This design comes from an exercise in tuning for small area on the open sky130 flow, not from production work. Function was checked by simulation only, so behaviour that the tests miss may differ from the original. No activity file was given, so power comes from the tool's default toggle rates.

$ cat design/flow/flow/opts.sh
ARGS=(
  "CTS_ARGS=-sink_clustering_enable -repair_clock_nets -dont_use_dummy_load -buf_list sky130_fd_sc_hd__clkbuf_4 -sink_clustering_size 12 -sink_clustering_max_diameter 35"
  "BUFFER_PORTS_ARGS=-buffer_cell sky130_fd_sc_hd__buf_1"
)
$ cat design/flow/design.v
`timescale 1ns / 1ps
module Edge_Detection_Top #(
    parameter WIDTH   = 8,
    parameter H_RES   = 80,
    parameter V_RES   = 120,
    parameter TH_HIGH = 40,
    parameter TH_LOW  = 20
) (
    input  logic             clk,
    input  logic             rstn,
    input  logic             i_vsync,
    input  logic             i_hsync,
    input  logic             i_de,
    input  logic [WIDTH-1:0] i_r_data,
    input  logic [WIDTH-1:0] i_g_data,
    input  logic [WIDTH-1:0] i_b_data,
    output logic             o_vsync,
    output logic             o_hsync,
    output logic             o_de,
    output logic [WIDTH-1:0] o_data
);
    localparam int SD = 2 * H_RES + 13;  
    localparam int L2 = 2 * H_RES + 2;   
    logic [SD-1:0] vd, hd, sd;
    always_ff @(posedge clk) begin
        vd <= {vd[SD-2:0], i_vsync};
        hd <= {hd[SD-2:0], i_hsync};
        sd <= {sd[SD-2:0], i_de};
    end
    assign o_vsync = vd[SD-1];
    assign o_hsync = hd[SD-1];
    assign o_de    = sd[SD-1];
    wire en_g = sd[0];   
    wire en_s = sd[3];   
    wire en_n = sd[4];   
    logic [7:0] gray;
    logic [15:0] gsum, rr, gg, bb, rb;
    assign rr = 16'(i_r_data);
    assign gg = 16'(i_g_data);
    assign bb = 16'(i_b_data);
    assign rb = rr + bb;
    assign gsum = (rr << 6) + (bb << 4) + (rb << 3) + (rb << 2) + rb
                + (gg << 7) + (gg << 4) + (gg << 2) + (gg << 1);
    always_ff @(posedge clk) gray <= gsum[15:8];
    localparam int GL = 2 * H_RES;
    logic [8*GL-1:0] gc;      
    logic [9:0] vnew, va, vb;
    logic [11:0] gconv;
    logic [7:0] g1, g2, g3;   
    always_comb begin
        vnew  = 10'(gc[8*((GL)-1)+:8]) + 10'({gc[8*((H_RES)-1)+:8], 1'b0}) + 10'(gray);
        gconv = 12'(vb) + 12'({va, 1'b0}) + 12'(vnew);
    end
    always_ff @(posedge clk) begin
        if (en_g) begin
            gc <= {gc[8*GL-9:0], gray};
            va <= vnew;
            vb <= va;
            g1 <= gconv[11:4];
            g2 <= g1;
            g3 <= g2;
        end
    end
    logic [8*L2-1:0] sc;
    always_ff @(posedge clk) if (en_s) sc <= {sc[8*L2-9:0], g3};
    logic [9:0] sp, sn, tp, tn;
    logic signed [10:0] ss, tt;
    always_comb begin
        sp = 10'(g3) + 10'(sc[8*((H_RES)-1)+:8]) + 10'(sc[8*((1)-1)+:8]);                   
        sn = 10'(sc[8*((L2)-1)+:8]) + 10'(sc[8*((H_RES+2)-1)+:8]) + 10'(sc[8*((L2-1)-1)+:8]);  
        tp = 10'(sc[8*((L2-2)-1)+:8]) + 10'(sc[8*((H_RES)-1)+:8]) + 10'(sc[8*((L2-1)-1)+:8]);  
        tn = 10'(sc[8*((2)-1)+:8]) + 10'(sc[8*((H_RES+2)-1)+:8]) + 10'(sc[8*((1)-1)+:8]);     
    end
    always_ff @(posedge clk) begin
        ss <= $signed({1'b0, sp}) - $signed({1'b0, sn});
        tt <= $signed({1'b0, tp}) - $signed({1'b0, tn});
    end
    logic [9:0] as, at, ma, mb;
    logic s_ge_t;
    logic [11:0] mb3;
    logic [7:0] mag;
    logic [1:0] dir;
    always_comb begin
        as   = ss[10] ? 10'(-ss) : 10'(ss);
        at   = tt[10] ? 10'(-tt) : 10'(tt);
        s_ge_t = as >= at;
        ma   = s_ge_t ? as : at;
        mb   = s_ge_t ? at : as;
        mb3  = 12'(mb) + 12'({mb, 1'b0});
        mag  = (ma[9:8] != 2'b0) ? 8'hFF : ma[7:0];
        if (mb3 > 12'(ma)) dir = (ss[10] == tt[10]) ? 2'd0 : 2'd2;
        else dir = s_ge_t ? 2'd3 : 2'd1;
    end
    localparam int LM = H_RES + 1;
    logic [8*LM-1:0] mc;        
    logic [3:0] older_ok;       
    logic [H_RES-1:0] fl;       
    logic [2*H_RES-1:0] dl;     
    logic res;
    logic [7:0] ctr, nb;
    logic f_new, res_new;
    logic [1:0] dold;
    always_comb begin
        f_new = older_ok[dir] & ((dir != 2'd0) | (mc[8*((1)-1)+:8] >= mag));
        dold = dl[2*H_RES-1 -: 2];
        ctr  = mc[8*((LM)-1)+:8];
        case (dold)
            2'd1:    nb = mc[8*((2)-1)+:8];
            2'd2:    nb = mc[8*((1)-1)+:8];
            2'd3:    nb = mag;
            default: nb = 8'd0;
        endcase
        res_new = fl[H_RES-1] & (ctr >= nb);
    end
    always_ff @(posedge clk) begin
        if (en_n) begin
            mc <= {mc[8*LM-9:0], mag};
            older_ok[0] <= (mag >= TH_HIGH) & (mag >= mc[8*((1)-1)+:8]);
            older_ok[1] <= (mag >= TH_HIGH) & (mag >= mc[8*((H_RES-1)-1)+:8]);
            older_ok[2] <= (mag >= TH_HIGH) & (mag >= mc[8*((H_RES)-1)+:8]);
            older_ok[3] <= (mag >= TH_HIGH) & (mag >= mc[8*((H_RES+1)-1)+:8]);
            fl <= {fl[H_RES-2:0], f_new};
            dl <= {dl[2*H_RES-3:0], dir};
            res <= res_new;
        end
    end
    logic [5:0] od;
    always_ff @(posedge clk) od <= {od[4:0], en_n & res};
    assign o_data = {WIDTH{od[5]}};
endmodule
$ cat design/flow/constraint.sdc
create_clock -name core_clock -period 10.0 [get_ports {clk}]
set_input_delay 2.0000 -clock core_clock [delete_from_list [all_inputs] [get_ports {clk}]]
set_output_delay 2.0000 -clock core_clock [all_outputs]
set_load 0.01 [all_outputs]
$ cat design/flow/standard.sh
#!/bin/bash
# synth_recipe.tcl (not shown) runs the flow's synth.tcl, then flattens the netlist and writes it again
# the make line also repeats each setting of config.mk as NAME=value (left out here)
make -C /OpenROAD-flow-scripts/flow DESIGN_CONFIG=/design/flow/config.mk WORK_HOME=/design/flow/orfs CLKGATE_MAP_FILE= SYNTH_SCRIPT=/design/flow/synth_recipe.tcl "${@:-finish}"
$ cat design/flow/config.mk
export PLATFORM = sky130hd
export DESIGN_NAME = Edge_Detection_Top
export DESIGN_NICKNAME = Edge_Detection_Top
export VERILOG_FILES = /design/flow/design.v
export SDC_FILE = /design/flow/constraint.sdc
export NUM_CORES = 4
export LEC_CHECK = 0
export CAP_MARGIN = 10
export CORE_MARGIN = 2
export CORE_UTILIZATION = 60
export PLACE_DENSITY = 0.7
export SLEW_MARGIN = 10
$ cat design/flow/flow/run.sh
#!/bin/bash
# Standard ORFS layout (the standard.sh, standard synthesis), except for
# the make variables in flow/opts.sh: clock tree synthesis with small clock
# buffers and no dummy balancing loads, and small port buffers.
# Each step's output goes to a log file of its own in this folder.
set -euo pipefail
cd "$(dirname "$0")/.."
source flow/opts.sh
for step in synth floorplan place cts finish; do
  bash standard.sh "${ARGS[@]}" $step > $step.log 2>&1
done
==> results of run 1 <==
-- logic make-up (layout without fill, tap and decap cells) --
family	Yosys count	count (layout)	share of synthesized area [%]
AOI/OAI and AO/OA	194	194	1.03
and+or+nand+nor	162	162	0.645
xor gates and xnor gates	61	61	0.429
other	0	6	0
DFF	4068	4068	93.5
muxes	9	9	0.0723
adders and majority gates	271	271	3.50
buffers and inverters	254	784	0.799
-- Yosys cell counts (all sizes together) (4+ instances only) --
cell type	instances
a21o	27
a21oi	57
a22oi	7
a31oi	10
buf	13
clkbuf	7
dfxtp	555
edfxtp	3513
fa	129
ha	142
inv	234
mux2i	9
nand2	42
nand2b	16
nand3	9
nand4	6
nor2	45
nor2b	12
nor3	13
o21a	6
o21ai	40
o21bai	21
or2	4
xnor2	45
xor2	16
-- final cells by class --
class	count	area share, %
Inverter	234	0.665
Antenna cell	6	0.0114
Sequential cell	4068	88.3
Timing Repair Buffer	66	0.381
Clock buffer	484	2.75
Tap cell	2704	2.56
Multi-Input combinational cell	697	5.36
-- report_power, final --
group,internal (mW),total (mW),switching [mW]
combinational,3.17,7.52,4.35
sequential,19.8,20.2,0.409
clock,2.22,6.77,4.55
-- routing by layer --
layer	global-route usage, %	vias to the layer above	routed length [µm]	part of all wire [%]
li1	-	20100	-	-
met1	22.2	21500	73400	52
met2	16.8	794	56300	40
met3	3.18	365	6560	4.7
met4	5.68	0	4120	2.9
met5	0	-	0	0
-- state kept, by name, summed over array words and instances, names as in the netlist --
| signal | count |
|---|---|
| g1 | 8 |
| dl | 160 |
| res | 1 |
| mc | 648 |
| g2 | 8 |
| vb | 10 |
| ss | 11 |
| hd | 173 |
| fl | 80 |
| sd | 173 |
| gray | 8 |
| od | 6 |
| sc | 1296 |
| tt | 11 |
| gc | 1280 |
| va | 10 |
| g3 | 8 |
| older_ok | 4 |
| vd | 173 |
-- worst paths after layout --
path | depth (start not counted) | to | from | slack (ns)
worst max register to register | 24 | dl[1]$_DFFE_PP_ | ss[0]$_DFF_P_ | 2.74
worst max-delay path | 24 | dl[1]$_DFFE_PP_ | ss[0]$_DFF_P_ | 2.74
worst min register to register | 0 | hd[70]$_DFF_P_ | hd[69]$_DFF_P_ | 0.22
worst min-delay path | 0 | hd[70]$_DFF_P_ | hd[69]$_DFF_P_ | 0.22
-- metrics by stage --
step | cell area, µm² | setup slack, ns | std cells | TNS [ns]
2_1_floorplan | 125000 | -1.97 | 5019 | -1393.94
3_3_place_gp | 128000 | 1.78 | 7769 | 0
3_5_place_dp | 128000 | 1.90 | 7769 | 0
4_1_cts | 132000 | 2.70 | 8253 | 0
5_1_grt | 132000 | 2.10 | 8259 | 0
6_report | 132000 | 2.74 | 8259 | 0
-- placed cells by master, fill, tap and decap left out, types with 27 or more instances in the layout --
master,Yosys,layout
o21ai_0,38,38
buf_1,2,38
a21o_1,27,27
fa_1,129,129
dfxtp_1,555,552
xnor2_1,45,45
ha_1,142,142
nand2_1,42,42
clkbuf_4,0,484
edfxtp_1,3513,3513
nor2_1,45,45
a21oi_1,57,57
inv_1,234,234
==> impl_metrics.csv, run 1 <==
group,metric,value,unit
clocking,cts.clk_slew.worst_paths,0.11,ns
detailed_routing,drtIter0Drc,3696,
critical_path,crit_path_cell_trace,"inv_1 > ha_1 > nand2b_1 > xor2_1 > inv_1 > ha_1 > a211oi_1 > o21ai_0 > a31oi_4 > or2_1 > a21oi_1 > ha_1 > a311o_1 > o32a_1 > a221oi_2 > o21ai_1 > a21o_1 > a21oi_1 > xnor2_1 > ha_1 > a2111oi_0 > a21oi_1 > nor4_4 > mux2i_1",
cells_and_area,seqCellArea,117000,µm²
power,power_density,261,nW/µm²
sta,tightest_slew,1.24,ns
logic_synthesis,synth-edff-count,3513,
critical_path,critical-path-top-delay-family,"compound AO/OA/AOI/OAI gates",
clocking,numCtsBuffers,484,
logic_synthesis,synth_area,125000,µm²
global_route,antenna_found_initial,6,
sta,finalCriticalPeriod,7.26,ns
die,coreArea,207000,µm²
die,io_pins,40,
cells_and_area,drive_gt1_share,9.53,%
placed_design,gp_congestion,0.742,
global_route,groute.usage.overall,13.3,%
detailed_routing,wirelength,140000,µm
clocking,cts_hold_buf,0,
die,placementRows,167,
critical_path,worstSetupEndpointType,"flip-flop",
clocking,clk_root_buffer_cell,"clkbuf_4",
power,fin_total_pwr,34.5,mW
run,max-cap-violations,0,
critical_path,critPathRequiredTime,11.07,ns
sta,holdWs,0.216,ns
global_route,grt_pass1_wl,224000,µm
clocking,clock-sinks,4068,
logic_synthesis,ys_seq_elements,4068,
cells_and_area,nets,5851,
die,die_w,460,µm
detailed_routing,num_vias,42800,
critical_path,crit_arrival,8.33,ns
logic_synthesis,syn_nets,5319,
sta,fmax,138,MHz
clocking,clock_latency,1.37,ns
run_status,status,"finished clean",
power,peakVddDrop,731,µV
critical_path,crit_type,"flip-flop to flip-flop",
critical_path,slowest_stage,"or2_1",
die,die-area,211000,µm²
power,power_leakage,45.7,nW
detailed_routing,drc,0,
clocking,cts_buffer_depth,4,
cells_and_area,area_growth,5.96,%
placed_design,dpl.hpwl,67400,µm
sta,maxSlewViolCount,0,
cells_and_area,fillerInstances,13400,
logic_synthesis,synth_area_leaders,"edfxtp_1 (85%), dfxtp_1 (8.9%), fa_1 (2.1%)",
cells_and_area,multiInputGateArea,7080,µm²
detailed_routing,wl_per_cell,17.0,µm
die,die_h,460,µm
logic_synthesis,synthDistinctLibCells,61,
logic_synthesis,synth.avg_cell_area,24.8,µm²
clocking,tritoncts,"yes",
global_route,grt_max_degree,241,
clocking,cts.repair.resized,0,
critical_path,cpMostUsedCell,"ha_1",
sta,finClkSkew,0.117,ns
critical_path,critPathMaxStageDelay,0.73,ns
logic_synthesis,synthFlopType,"edfxtp_1",
logic_synthesis,ys_seq_area_share,93.5,%
sta,grt_setup_unrepaired,"false",
sta,setup_viol,0,
critical_path,cp-start-kind,"flip-flop",
critical_path,crit_fanout,25,
detailed_routing,ant_nets,0,
logic_synthesis,netlist.area_leader.share,84.6,%
sta,fin_crit_sh,72.6,%
detailed_routing,avgViaCountPerCell,5.18,
critical_path,crit_buf_inv,2,
sta,hold_violations,0,
detailed_routing,firstDrtPassIters,5,
logic_synthesis,yosys.area.top_type,"edfxtp_1",
logic_synthesis,ys_warn_count,1,
cells_and_area,utilization,63.9,%
placed_design,port-buffer-count,38,
clocking,cts_setup_buffers,0,
die,initial_core_util,60.3,%
clocking,htree_levels,5,
min_path,hp-class,"flip-flop to flip-flop",
logic_synthesis,synthArstFlopShare,0,%
sta,slew_headroom,17.3,%
global_route,grt_pass1_vias,42200,
global_route,gr-total-overflow,0,
logic_synthesis,synthCells,5019,
==> run 2: changes to the inputs <==
==> design/flow/flow/opts.sh (replaced) <==
ARGS=(
  "CTS_ARGS=-sink_clustering_enable -repair_clock_nets -dont_use_dummy_load -buf_list sky130_fd_sc_hd__clkbuf_4 -sink_clustering_size 10 -sink_clustering_max_diameter 50"
  "BUFFER_PORTS_ARGS=-buffer_cell sky130_fd_sc_hd__buf_1"
)
==> run 2 against run 1 <==
  * Still clean
  * Synthesized area did not move
  * Sequential share of layout area rose by 0.11 points
  * Via count fell by 0.36%
  * Register-to-register slack got worse by 0.07 ns
  * Non-clock buffer count did not move
  * Sequential power barely moved
  * Total power fell by 0.25%
  * Clock skew rose by 0.015 ns
  * Clock power fell by 1%
  * First-iteration DRC count rose by 1.1%
  * Wire length barely moved
  * Global-route usage barely moved
  * Largest power group unchanged
  * Highest routed layer is now met5
==> impl_metrics.csv, run 2 <==
group,metric,value,unit
logic_synthesis,synth_area_leaders,"edfxtp_1 (85%), dfxtp_1 (8.9%), fa_1 (2.1%)",
sta,fmax,136,MHz
global_route,groute.usage.overall,13.3,%
cells_and_area,fillerInstances,13400,
logic_synthesis,synthTopCellsByCount,"edfxtp_1 (3513), dfxtp_1 (555), inv_1 (234)",
placed_design,port-buffer-count,38,
clocking,cts_hold_buf,0,
logic_synthesis,ys_seq_area_share,93.5,%
critical_path,reg2reg_slack,2.67,ns
die,io_pins,40,
logic_synthesis,netlist.area_leader.share,84.6,%
cells_and_area,largest-register,"sc",
critical_path,crit_path_end,"dl[1]$_DFFE_PP_",
clocking,cts_buffer_depth,4,
clocking,htree_levels,5,
logic_synthesis,synth_simple_gate_area_share,0.645,%
cells_and_area,seqCellArea,117000,µm²
die,placementRows,167,
detailed_routing,avgViaCountPerCell,5.17,
logic_synthesis,synthCells,5019,
logic_synthesis,synth_most_common_cell,"edfxtp_1",
die,coreArea,207000,µm²
logic_synthesis,synth_area,125000,µm²
logic_synthesis,synthAdderAreaFrac,3.50,%
critical_path,rr_startpoint,"ss[0]$_DFF_P_",
critical_path,cp-start-kind,"flip-flop",
power,power_density,261,nW/µm²
clocking,numCtsBuffers,461,
sta,fin_crit_sh,73.3,%
cells_and_area,final_cell_mix,"edfxtp_1 (3513), dfxtp_1 (552), clkbuf_4 (461)",
critical_path,crit_arrival,8.40,ns
detailed_routing,highest_layer,"met5",
detailed_routing,num_vias,42600,
run_status,status,"finished clean",
global_route,antenna_found_initial,7,
power,peakVddDrop,739,µV
global_route,grt_pass1_wl,224000,µm
cells_and_area,final_common_cell,"edfxtp_1",
min_path,hp-class,"flip-flop to flip-flop",
critical_path,startpoint,"ss[0]$_DFF_P_",
global_route,grt_pass1_vias,42100,
detailed_routing,ant_nets,0,
cells_and_area,drive_gt1_share,9.16,%
run,max-cap-violations,0,
logic_synthesis,synthArstFlopShare,0,%
critical_path,worstSetupEndpointType,"flip-flop",
cells_and_area,largestRegisters,"sc: 1296 flops, gc: 1280 flops, mc: 648 flops",
logic_synthesis,synthDistinctLibCells,61,
sta,maxSlewViolCount,0,
critical_path,crit_fanout,25,
sta,slew_headroom,11.9,%
logic_synthesis,synthFlopType,"edfxtp_1",
logic_synthesis,synth-edff-count,3513,
detailed_routing,firstDrtPassIters,5,
logic_synthesis,synth_top_family_by_area,"adder cells",
detailed_routing,wl_met2,56600,µm
placed_design,dpl.hpwl,67400,µm
sta,setup_tns,0,ns
logic_synthesis,syn_nets,5319,
sta,tightest_slew,1.32,ns
clocking,clock_latency,1.38,ns
global_route,grt_max_degree,241,
clocking,tritoncts,"yes",
logic_synthesis,ys_warn_count,1,
sta,grt_setup_unrepaired,"false",
critical_path,crit_type,"flip-flop to flip-flop",
sta,setup_viol,0,
clocking,clock-sinks,4068,
power,fin_total_pwr,34.4,mW
logic_synthesis,synth-xor-area-share,0.429,%
detailed_routing,wl_met3,6420,µm
logic_synthesis,yosys.area.top_type,"edfxtp_1",
logic_synthesis,synth_compound_area_share,1.03,%
cells_and_area,multiInputGateArea,7080,µm²
die,die_w,460,µm
critical_path,critPathRequiredTime,11.07,ns
detailed_routing,drtIter0Drc,3735,
logic_synthesis,ys_seq_elements,4068,
cells_and_area,area_growth,5.83,%
sta,hold_violations,0,
cells_and_area,nets,5828,
clocking,cts.repair.resized,0,
cells_and_area,largest_reg_flops,1296,
detailed_routing,wirelength,140000,µm
die,die_h,460,µm
detailed_routing,wl_per_cell,17.0,µm
critical_path,reg2regPathDepth,24,
clocking,clk_root_buffer_cell,"clkbuf_4",
sta,finClkSkew,0.131,ns
clocking,cts.clk_slew.worst_paths,0.11,ns
power,power_leakage,45.6,nW
global_route,gr-total-overflow,0,
logic_synthesis,synth.avg_cell_area,24.8,µm²
logic_synthesis,synthMuxAreaShare,0.0723,%
detailed_routing,wl_met1,73500,µm
clocking,cts_setup_buffers,0,
die,initial_core_util,60.3,%
critical_path,r2r-end,"dl[1]$_DFFE_PP_",
sta,finalCriticalPeriod,7.33,ns
die,die-area,211000,µm²
detailed_routing,drc,0,
placed_design,gp_congestion,0.742,
[run 2: cell counts after synthesis]
No cell type changed its count.
[run 2: per-stage QoR]
step / worst slack (ns) / cells / instance area (µm²) / util [%] / hold slack, ns
2_1_floorplan: -1.97 / 5019 / 125000 / - / 0.309
3_3_place_gp: 1.78 / 7769 / 128000 / 62.1 / 0.309
4_1_cts: 2.70 / 8230 / 132000 / 63.8 / 0.259
5_1_grt: 2.06 / 8242 / 132000 / 63.8 / 0.262
6_report: 2.67 / 8242 / 132000 / 63.8 / 0.266
3_5_place_dp: 1.90 / 7769 / 128000 / 62.1 / 0.312
[run 2: cells by family (layout without fill, tap and decap cells)]
logic type	Yosys count	count (layout)
xor gates and xnor gates	61	61
AOI/OAI and AO/OA	194	194
adders and majority gates	271	271
and+or+nand+nor	162	162
DFF	4068	4068
muxes	9	9
buffers and inverters	254	761
other	0	12
[run 2: worst max-delay path, cell delays in order, from the launching register on]
cell and delay, ns:
dfxtp_1 0.44, inv_1 0.13, ha_1 0.23, nand2b_1 0.16, xor2_1 0.35, inv_1 0.22
ha_1 0.27, a211oi_1 0.32, o21ai_0 0.25, a31oi_4 0.33, or2_1 0.73, a21oi_1 0.25
ha_1 0.31, a311o_1 0.33, o32a_1 0.30, a221oi_2 0.36, o21ai_1 0.19, a21o_1 0.20
a21oi_1 0.17, xnor2_1 0.14, ha_1 0.28, a2111oi_0 0.41, a21oi_1 0.19, nor4_4 0.38
mux2i_1 0.13
[run 2: final cells by class]
class / count / share of cell area [%]
Inverter: 234 / 0.666
Timing Repair Buffer: 66 / 0.381
Sequential cell: 4068 / 88.4
Clock buffer: 461 / 2.62
Tap cell: 2704 / 2.56
Multi-Input combinational cell: 697 / 5.36
Antenna cell: 12 / 0.0228
[run 2: routing by layer]
metal	vias up	GRT usage [%]
met5	-	0
met4	2	5.44
met3	359	3.11
met2	744	16.9
met1	21500	22.3
li1	20000	-
[run 2: worst min-delay path by stage]
stage                          startpoint              end  slack (ns)  cells past startpoint
final                     sd[110]$_DFF_P_  sd[111]$_DFF_P_        0.27                      0
after global routing      sd[110]$_DFF_P_  sd[111]$_DFF_P_        0.26                      0
after CTS                  vd[64]$_DFF_P_   vd[65]$_DFF_P_        0.26                      0
after detailed placement  hd[108]$_DFF_P_  hd[109]$_DFF_P_        0.31                      0
after global placement      sd[2]$_DFF_P_    sd[3]$_DFF_P_        0.31                      0
after floorplan             sd[2]$_DFF_P_    sd[3]$_DFF_P_        0.31                      0
[run 2: power by group]
| part | switching (mW) | leakage [nW] | internal (mW) |
|---|---|---|---|
| sequential | 0.410 | 38.9 | 19.8 |
| clock | 4.55 | 2.12 | 2.12 |
| combinational | 4.36 | 4.54 | 3.17 |
==> run 3: changes to the inputs <==
==> design/flow/flow/opts.sh (replaced) <==
ARGS=(
  "CTS_ARGS=-sink_clustering_enable -repair_clock_nets -dont_use_dummy_load -buf_list sky130_fd_sc_hd__clkbuf_4 -sink_clustering_size 11 -sink_clustering_max_diameter 45"
  "BUFFER_PORTS_ARGS=-buffer_cell sky130_fd_sc_hd__buf_1"
)
==> run 3 against run 2 <==
  * Global-route usage is 0.12 points lower
  * Core utilization is 0.099 points lower
  * Cell area is 0.16% lower
  * Final cell count is 0.34% lower
  * Worst hold slack worse by 0.017 ns
  * Total power is 0.53% lower
  * Non-clock buffer count stayed put
  * Synthesized cell count stayed put
  * Clock skew is 0.015 ns lower
  * Sequential power hardly changed
  * Critical path type unchanged
  * Largest cell class unchanged
  * Largest power group unchanged
==> impl_metrics.csv, run 3 <==
group,metric,value,unit
cells_and_area,drive_gt1_share,8.71,%
logic_synthesis,synth-edff-count,3513,
sta,grt_setup_unrepaired,"false",
logic_synthesis,synthArstFlopShare,0,%
cells_and_area,largest-register,"sc",
critical_path,critPathRequiredTime,11.01,ns
power,peakVddDrop,736,µV
global_route,gr-total-overflow,0,
critical_path,crit_buf_inv,2,
placed_design,port-buffer-count,38,
critical_path,crit_fanout,25,
logic_synthesis,ys_seq_area_share,93.5,%
run_status,status,"finished clean",
global_route,groute.usage.overall,13.2,%
sta,hold_violations,0,
sta,maxSlewViolCount,0,
detailed_routing,wirelength,140000,µm
logic_synthesis,yosys.area.top_type,"edfxtp_1",
die,io_pins,40,
placed_design,dpl.hpwl,67400,µm
die,die_h,460,µm
logic_synthesis,synth_most_common_cell,"edfxtp_1",
sta,tightest_slew,1.22,ns
clocking,cts_buffer_depth,4,
critical_path,critPathMaxStageDelay,0.73,ns
logic_synthesis,syn_nets,5319,
logic_synthesis,netlist.area_leader.share,84.6,%
sta,setup_viol,0,
logic_synthesis,synthDistinctLibCells,61,
critical_path,worstSetupEndpointType,"flip-flop",
critical_path,cp-start-kind,"flip-flop",
sta,holdWs,0.249,ns
run,max-cap-violations,0,
clocking,numCtsBuffers,434,
placed_design,gp_congestion,0.742,
cells_and_area,finalNonFillerCells,8214,
die,placementRows,167,
clocking,cts_hold_buf,0,
die,die-area,211000,µm²
clocking,clk_root_buffer_cell,"clkbuf_4",
sta,setup_tns,0,ns
clocking,clock-sinks,4068,
critical_path,crit_type,"flip-flop to flip-flop",
critical_path,slowest_stage,"or2_1",
logic_synthesis,synthFlopType,"edfxtp_1",
power,fin_total_pwr,34.2,mW
logic_synthesis,synthTopCellsByCount,"edfxtp_1 (3513), dfxtp_1 (555), inv_1 (234)",
detailed_routing,ant_nets,0,
die,coreArea,207000,µm²
global_route,grt_pass1_vias,41900,
sta,fmax,136,MHz
cells_and_area,area_growth,5.67,%
cells_and_area,final_cell_mix,"edfxtp_1 (3513), dfxtp_1 (552), clkbuf_4 (434)",
critical_path,crit_arrival,8.37,ns
global_route,grt_pass1_wl,222000,µm
die,die_w,460,µm
logic_synthesis,synth_area_leaders,"edfxtp_1 (85%), dfxtp_1 (8.9%), fa_1 (2.1%)",
min_path,hp-class,"flip-flop to flip-flop",
cells_and_area,nets,5801,
clocking,clock_latency,1.37,ns
sta,fin_crit_sh,73.7,%
logic_synthesis,ys_warn_count,1,
clocking,cts_setup_buffers,0,
logic_synthesis,synth_area,125000,µm²
detailed_routing,firstDrtPassIters,5,
detailed_routing,wl_per_cell,17.1,µm
detailed_routing,drtIter0Drc,3818,
clocking,cts.repair.resized,0,
critical_path,crit_path_cell_trace,"inv_1 > ha_1 > nand2b_1 > xor2_1 > inv_1 > ha_1 > a211oi_1 > o21ai_0 > a31oi_4 > or2_1 > a21oi_1 > ha_1 > a311o_1 > o32a_1 > a221oi_2 > o21ai_1 > a21o_1 > a21oi_1 > xnor2_1 > ha_1 > a2111oi_0 > a21oi_1 > nor4_4 > mux2i_1",
detailed_routing,avgViaCountPerCell,5.17,
die,initial_core_util,60.3,%
logic_synthesis,synth.avg_cell_area,24.8,µm²
cells_and_area,largest_reg_flops,1296,
detailed_routing,num_vias,42500,
sta,finalCriticalPeriod,7.37,ns
cells_and_area,largestRegisters,"sc: 1296 flops, gc: 1280 flops, mc: 648 flops",
cells_and_area,fillerInstances,13400,
clocking,cts.clk_slew.worst_paths,0.11,ns
global_route,antenna_found_initial,6,
power,power_leakage,45.4,nW
sta,slew_headroom,18.4,%
critical_path,critical-path-top-delay-family,"compound AO/OA/AOI/OAI gates",
power,power_density,260,nW/µm²
global_route,grt_max_degree,241,
critical_path,cpMostUsedCell,"ha_1",
placed_design,dp_cells,7769,
detailed_routing,drc,0,
clocking,tritoncts,"yes",
logic_synthesis,synthCells,5019,
cells_and_area,final_common_cell,"edfxtp_1",
sta,finClkSkew,0.116,ns
logic_synthesis,ys_seq_elements,4068,
clocking,htree_levels,5,
==> run 3: cell counts after synthesis <==
Identical to the previous run, type by type.
==> run 3: power by group <==
part           switching [mW]  internal (mW)
clock network            4.50           2.00
logic                    4.35           3.17
registers               0.410           19.8
==> run 3: final timing paths <==
| path | start | to | slack (ns) | depth (start not counted) |
|---|---|---|---|---|
| worst max-delay path | ss[0]$_DFF_P_ | dl[1]$_DFFE_PP_ | 2.63 | 24 |
| worst max register to register | ss[0]$_DFF_P_ | dl[1]$_DFFE_PP_ | 2.63 | 24 |
| worst min register to register | hd[88]$_DFF_P_ | hd[89]$_DFF_P_ | 0.25 | 0 |
| worst min-delay path | hd[88]$_DFF_P_ | hd[89]$_DFF_P_ | 0.25 | 0 |
==> run 3: cell type report <==
type                            instances  area, µm²  area share [%]
Antenna cell                           11       27.5          0.0209
Clock buffer                          434       3260            2.47
Inverter                              234        878           0.667
Multi-Input combinational cell        697       7080            5.37
Sequential cell                      4068     117000            88.5
Tap cell                             2704       3380            2.57
Timing Repair Buffer                   66        503           0.382
==> run 3: layer usage <==
layer | track usage (%) | part of all wire (%) | vias up
met5 | 0 | 0 | -
met4 | 5.30 | 3.0 | 0
met3 | 2.94 | 4.5 | 367
met2 | 16.8 | 40 | 754
met1 | 22.2 | 53 | 21400
li1 | - | - | 20000
==> run 3: logic make-up after synthesis <==
| family | Yosys count | share of synthesized area, % |
|---|---|---|
| DFF | 4068 | 93.5 |
| adders and majority gates | 271 | 3.50 |
| buffers and inverters | 254 | 0.799 |
| AOI/OAI and AO/OA | 194 | 1.03 |
| and+or+nand+nor | 162 | 0.645 |
| xor gates and xnor gates | 61 | 0.429 |
| muxes | 9 | 0.0723 |
==> run 3: through the flow <==
stage / instance area, µm² / util (%) / worst slack (ns)
4_1_cts: 132000 / 63.7 / 2.59
3_3_place_gp: 128000 / 62.1 / 1.78
6_report: 132000 / 63.7 / 2.63
2_1_floorplan: 125000 / - / -1.97
3_5_place_dp: 128000 / 62.1 / 1.90
5_1_grt: 132000 / 63.7 / 1.97
==> run 3: worst register-to-register path: stages (launching register included) <==
cell       delay, ns
dfxtp_1         0.44
inv_1           0.13
ha_1            0.23
nand2b_1        0.16
xor2_1          0.35
inv_1           0.22
ha_1            0.27
a211oi_1        0.32
o21ai_0         0.25
a31oi_4         0.33
or2_1           0.73
a21oi_1         0.26
ha_1            0.31
a311o_1         0.33
o32a_1          0.30
a221oi_2        0.36
o21ai_1         0.19
a21o_1          0.20
a21oi_1         0.17
xnor2_1         0.14
ha_1            0.28
a2111oi_0       0.38
a21oi_1         0.19
nor4_4          0.37
mux2i_1         0.13

==> re-timing with driven ports <==
The results above use ideal ports. As a check the final layouts listed here were re-extracted and re-timed, cells and wires unchanged. Step 1: set_driving_cell puts a clkbuf_16 on clk and a buf_2 on each other input, an assumption about the parent block. Step 2 also shifts input and output timing later by t, the mid clock arrival at the registers, as if the neighbouring blocks saw the same clock. Three values: ideal, step 1, step 2; two values: the first two.
run	t (ns)	setup slack, ns	hold slack, ns	worst setup path after step 2	worst register clock-pin slew, ns
run 1	1.424	2.741 / 2.741 / 2.099	0.216 / 0.216 / 0.216	input to register	0.12 / 0.12
run 2	1.409	2.671 / 2.671 / 2.094	0.266 / 0.266 / 0.266	input to register	0.11 / 0.11
run 3	1.395	2.632 / 2.632 / 2.109	0.249 / 0.249 / 0.249	input to register	0.12 / 0.12
After both steps every run listed still meets setup and hold. For run 1, which loses most, drivers alone change the setup slack by 0.000 ns; drivers and shift together by -0.642 ns.
